Source: an optimization exercise on an open RTL-to-GDS flow (aim: small area and a short achievable clock period). Production flows keep margins and buffers that such runs may drop. RTL that was checked went through simulation tests only; none was proved equivalent to the original.

==> branch delta <==
Design EEE_IMGPROC, start of the top module:
module EEE_IMGPROC(
	clk,
	reset_n,
	s_chipselect,
	s_read,
	s_write,
	s_readdata,
	s_writedata,
	s_address,
	sink_data,
	sink_valid,
	sink_ready,
	sink_sop,
	sink_eop,
	source_data,
	source_valid,
	source_ready,
	source_sop,
	source_eop,
	mode
);
input	clk;
input	reset_n;
input							s_chipselect;
input							s_read;
input							s_write;
output	reg	[31:0]				s_readdata;
input	[31:0]					s_writedata;
input	[2:0]					s_address;
input	[23:0]            		sink_data;
input							sink_valid;
output							sink_ready;
input							sink_sop;
input							sink_eop;
output	[23:0]			  	   	source_data;
output							source_valid;
input							source_ready;
output							source_sop;
output							source_eop;
input                         	mode;
function lt10;     
	input [9:0] a, b;
	integer i;
	reg c;
	begin
		c = 1'b0;
		for (i = 0; i < 10; i = i + 1)
			c = (~a[i] & b[i]) | (~(a[i] ^ b[i]) & c);
		lt10 = c;
	end
endfunction
function lt11;     
	input [10:0] a, b;
	integer i;
	reg c;
	begin
		c = 1'b0;
		for (i = 0; i < 11; i = i + 1)
			c = (~a[i] & b[i]) | (~(a[i] ^ b[i]) & c);
		lt11 = c;
	end
endfunction
function [10:0] inc11;
	input [10:0] a;
	integer i;
	reg c;
	begin
		c = 1'b1;
		for (i = 0; i < 11; i = i + 1) begin
			inc11[i] = a[i] ^ c;
			c = a[i] & c;
		end
	end
endfunction
function [7:0] dec8;
	input [7:0] a;
	integer i;
	reg b;
	begin
		b = 1'b1;
		for (i = 0; i < 8; i = i + 1) begin
			dec8[i] = a[i] ^ b;
			b = ~a[i] & b;
		end
	end
endfunction
parameter IMAGE_W = 10'd640;
parameter IMAGE_H = 11'd480;
  ...
clock: 30.0 ns
lec_check: 0
abc_area: 1
cap_margin: 20
core_margin: 2
core_utilization: 40
slew_margin: 20
standard.sh (not shown) runs the stock make flow with config.mk's settings and CLKGATE_MAP_FILE= SYNTH_SCRIPT=/design/flow/synth_recipe.tcl, a recipe that flattens the netlist after the stock synthesis.
==> flow/flow/run.sh <==
#!/bin/bash
# Standard layout, with the port buffers made of buf_2 instead of the flow's
# default choice (a slow delay buffer). Each tool's full log is under
# orfs/logs/; make's own output goes to make.log.
set -euo pipefail
bash standard.sh "BUFFER_PORTS_ARGS=-buffer_cell sky130_fd_sc_hd__buf_2" finish > make.log 2>&1
==> inputs of branch yarrow, as changes to branch delta <==
--- a/flow/design.v
+++ b/flow/design.v
@@ -432,22 +432,22 @@
 	integer i;
 	reg c;
 	begin
 		c = 1'b0;
 		for (i = 0; i < 10; i = i + 1)
-			c = (~a[i] & b[i]) | (~(a[i] ^ b[i]) & c);
+			c = (~a[i] & b[i]) | ((~a[i] | b[i]) & c);
 		lt10 = c;
 	end
 endfunction
 function lt11;     
 	input [10:0] a, b;
 	integer i;
 	reg c;
 	begin
 		c = 1'b0;
 		for (i = 0; i < 11; i = i + 1)
-			c = (~a[i] & b[i]) | (~(a[i] ^ b[i]) & c);
+			c = (~a[i] & b[i]) | ((~a[i] | b[i]) & c);
 		lt11 = c;
 	end
 endfunction
 function [10:0] inc11;
 	input [10:0] a;
@@ -544,37 +544,48 @@
 wire c_blue   = (pixel_classification == 3'h4);
 wire c_pink   = (pixel_classification == 3'h5);
 reg [9:0]  x_max_red, x_max_yellow, x_max_green, x_max_blue, x_max_pink, x_min_pink;
 reg [10:0] y_max_red, y_max_yellow, y_max_green, y_max_blue, y_max_pink, y_min_pink;
 wire box_clear = ~reset_n | (sop & in_valid);
+reg [9:0] x_max_cur;
+always @(*) begin
+	case (pixel_classification)
+		3'h1:    x_max_cur = x_max_red;
+		3'h2:    x_max_cur = x_max_yellow;
+		3'h3:    x_max_cur = x_max_green;
+		3'h4:    x_max_cur = x_max_blue;
+		default: x_max_cur = x_max_pink;
+	endcase
+end
+wire x_gt_max = lt10(x_max_cur, x);
 always@(posedge clk) begin
 	if (box_clear) begin
 		{x_max_red,x_max_yellow,x_max_green,x_max_blue,x_max_pink} <= 0;
 		{y_max_red,y_max_yellow,y_max_green,y_max_blue,y_max_pink} <= 0;
 		x_min_pink <= IMAGE_W-10'h1;
 		y_min_pink <= IMAGE_H-11'h1;
 	end
 	else begin
 		if (c_red) begin
-			if (lt10(x_max_red, x)) x_max_red <= x;
+			if (x_gt_max) x_max_red <= x;
 			y_max_red <= y;
 		end
 		if (c_yellow) begin
-			if (lt10(x_max_yellow, x)) x_max_yellow <= x;
+			if (x_gt_max) x_max_yellow <= x;
 			y_max_yellow <= y;
 		end
 		if (c_green) begin
-			if (lt10(x_max_green, x)) x_max_green <= x;
+			if (x_gt_max) x_max_green <= x;
 			y_max_green <= y;
 		end
 		if (c_blue) begin
-			if (lt10(x_max_blue, x)) x_max_blue <= x;
+			if (x_gt_max) x_max_blue <= x;
 			y_max_blue <= y;
 		end
 		if (c_pink) begin
 			if (lt10(x, x_min_pink)) x_min_pink <= x;
-			if (lt10(x_max_pink, x)) x_max_pink <= x;
+			if (x_gt_max) x_max_pink <= x;
 			if (lt11(y, y_min_pink)) y_min_pink <= y;
 			y_max_pink <= y;
 		end
 	end
 end
@@ -699,22 +710,28 @@
 		if (s_address == 3'd3) bb_col <= s_writedata[23:0];
 	end
 end
 assign msg_buf_flush = s_chipselect & s_write & (s_address == 3'd0) & s_writedata[4];
 reg read_d;
+reg [26:0] rd_low;
+reg rd_msg_id, rd_chip_id;
 always @ (posedge clk) begin
 	if (~reset_n) begin
-		s_readdata <= 32'b0;
-	end
-	else if (s_chipselect & s_read) begin
-		case (s_address)
-			3'd0: s_readdata <= {16'b0, 2'b0, msg_buf_size, reg_status};
-			3'd1: s_readdata <= msg_buf_out;
-			3'd2: s_readdata <= 32'h1234EEE2;
-			3'd3: s_readdata <= {8'h0, bb_col};
-			default: ;
+		rd_low <= 27'b0;
+		rd_msg_id <= 1'b0;
+		rd_chip_id <= 1'b0;
+	end
+	else if (s_chipselect & s_read & ~s_address[2]) begin
+		rd_msg_id <= (s_address[1:0] == 2'd1) & msg_buf_out[31];
+		rd_chip_id <= (s_address[1:0] == 2'd2);
+		case (s_address[1:0])
+			2'd0: rd_low <= {11'b0, 2'b0, msg_buf_size, reg_status};
+			2'd1: rd_low <= msg_buf_out[26:0];
+			2'd2: rd_low <= 27'h234EEE2;
+			2'd3: rd_low <= {3'h0, bb_col};
 		endcase
 	end
 end
+always @(*) s_readdata = {{3{rd_msg_id}}, rd_msg_id | rd_chip_id, rd_msg_id, rd_low};
 always @ (posedge clk) read_d <= s_read;
 assign msg_buf_rd = s_chipselect & s_read & ~read_d & ~msg_buf_empty & (s_address == 3'd1);
 endmodule
==> flow/flow/run.sh (replaced) <==
#!/bin/bash
# Standard synthesis; then OpenROAD's restructure for area on its netlist
# (flow/restructure.tcl, registers untouched; its ABC gets the platform's
# liberty less the don't-use cells, written by flow/filter_lib.py); then the
# standard layout, with
# the port buffers made of buf_1 instead of the flow's default (a slow delay
# buffer), clock tree synthesis without dummy loads, and timing repair asked
# for 17.8 ns of setup slack (it then speeds up the path from source_ready
# and sink_valid to sink_ready, the only one that short of it). Each tool's full log:
# orfs/logs/ (ORFS steps), make_synth.log and make.log (make's output),
# filter_lib.log, restructure.log and rmp_abc.log (the area recovery).
set -euo pipefail
bash standard.sh synth > make_synth.log 2>&1
mkdir -p rmp
python3 flow/filter_lib.py "$FLOW_HOME/platforms/sky130hd/lib/sky130_fd_sc_hd__tt_025C_1v80.lib" rmp/lib_no_dont_use.lib > filter_lib.log 2>&1
openroad -no_init -exit flow/restructure.tcl > restructure.log 2>&1
touch orfs/results/sky130hd/EEE_IMGPROC/base/1_synth.sdc
bash standard.sh "BUFFER_PORTS_ARGS=-buffer_cell sky130_fd_sc_hd__buf_1" "SETUP_SLACK_MARGIN=17.8" \
  "CTS_ARGS=-sink_clustering_enable -repair_clock_nets -sink_clustering_size 26 -sink_clustering_max_diameter 90 -dont_use_dummy_load" \
  finish > make.log 2>&1
==> flow/flow/filter_lib.py (new file) <==
# Writes the platform's liberty without the cells the platform marks
# don't-use (lpflow_*, probe*), for restructure's ABC run.
import re, sys
src, dst = sys.argv[1], sys.argv[2]
text = open(src).read()
out = []
pos = 0
drop = re.compile(r'sky130_fd_sc_hd__(lpflow_\w+|probe\w*)$')
for m in re.finditer(r'\n\s*cell\s*\(\s*"?([\w]+)"?\s*\)\s*\{', text):
    if m.start() < pos:
        continue
    if not drop.match(m.group(1)):
        continue
    # find the matching closing brace of this cell group
    i = m.end()
    depth = 1
    while depth:
        c = text[i]
        if c == '{':
            depth += 1
        elif c == '}':
            depth -= 1
        i += 1
    out.append(text[pos:m.start()])
    pos = i
out.append(text[pos:])
open(dst, 'w').write(''.join(out))
==> flow/flow/restructure.tcl (new file) <==
# Area recovery on the standard synthesis's netlist: OpenROAD's restructure
# re-synthesizes the combinational logic between the registers with ABC for
# area. Registers (names and cells) are left as they are.
set P $::env(FLOW_HOME)/platforms/sky130hd
set R orfs/results/sky130hd/EEE_IMGPROC/base
read_lef $P/lef/sky130_fd_sc_hd.tlef
read_lef $P/lef/sky130_fd_sc_hd_merged.lef
read_liberty $P/lib/sky130_fd_sc_hd__tt_025C_1v80.lib
read_db $R/1_synth.odb
read_sdc $R/1_synth.sdc
report_design_area
puts "registers before: [llength [all_registers]]"
restructure -target area -liberty_file rmp/lib_no_dont_use.lib \
  -tielo_port sky130_fd_sc_hd__conb_1/LO -tiehi_port sky130_fd_sc_hd__conb_1/HI \
  -work_dir rmp -abc_logfile rmp_abc.log
report_design_area
puts "registers after: [llength [all_registers]]"
write_db $R/1_synth.odb
Settings changed: CORE_AREA from default to 2 2 331.27 331.27, CORE_MARGIN 2 to default, CORE_UTILIZATION 40 to default, CTS_CLUSTER_DIAMETER from default to 90, CTS_CLUSTER_SIZE from default to 26, DIE_AREA from default to 0 0 333.27 333.27.
==> comparison table <==
Global-route wire length before repair: branch yarrow 184000 um; branch delta 185000 um
Maximum number of pins on one net before global-route repair: branch yarrow 122; branch delta 95
Clock period minus worst slack: branch yarrow 12410 ps; branch delta 12460 ps
Invs w/o clock: branch yarrow 444; branch delta 578
RSZ-0062 raised after global routing: branch yarrow true; branch delta false
Area of combinational cells with multiple inputs: branch yarrow 0.0169 mm2; branch delta 0.0202 mm2
Routed metal-1 wirelength: branch yarrow 53400 um; branch delta 54300 um
Vias after detailed routing: branch yarrow 34.1k; branch delta 34.1k
Outcome: branch yarrow no timing/DRC/antenna violations; branch delta no timing/DRC/antenna violations
Beginning of the worst register-to-register path: branch yarrow af.g_out[1]$_SDFFE_PN0P_; branch delta af.r_out[1]$_SDFFE_PN0P_
Met3 Wirelength: branch yarrow 7540 um; branch delta 5180 um
Final estimated routing congestion in global placement: branch yarrow 0.869; branch delta 0.863
Number of clock buffers in the layout: branch yarrow 38; branch delta 124
Count of multi-input gates: branch yarrow 2785; branch delta 3260
Total routing usage reported by global routing: branch yarrow 20.6%; branch delta 20.9%
Hold slack final: branch yarrow 435 ps; branch delta 409 ps
The RTL of branch delta was laid out without a check of its function.

[separate check: timing with driven ports]
No port has a modelled driver above. Below, the same layouts with a new extraction and two added sets of constraints.
Step 1, drivers: a clkbuf_16 drives clk and a buf_2 each remaining input, both assumed.
Step 2, shift: input delay + t, output delay - t, t = (earliest + latest rising clock arrival at the registers) / 2. This alone moves slack from input paths to output paths.
Three values: ideal, step 1, step 2; two values: the first two.
run	t, ns	slack for setup (ns)	hold slack, ns
branch delta	0.724	17.542 / 17.522 / 17.522	0.409 / 0.409 / 0.409
branch yarrow	0.659	17.592 / 17.561 / 17.561	0.435 / 0.435 / 0.435
After both steps every run listed still meets setup and hold. The setup slack of branch yarrow, which loses most, moves by -0.031 ns with the drivers and by -0.031 ns with both steps.
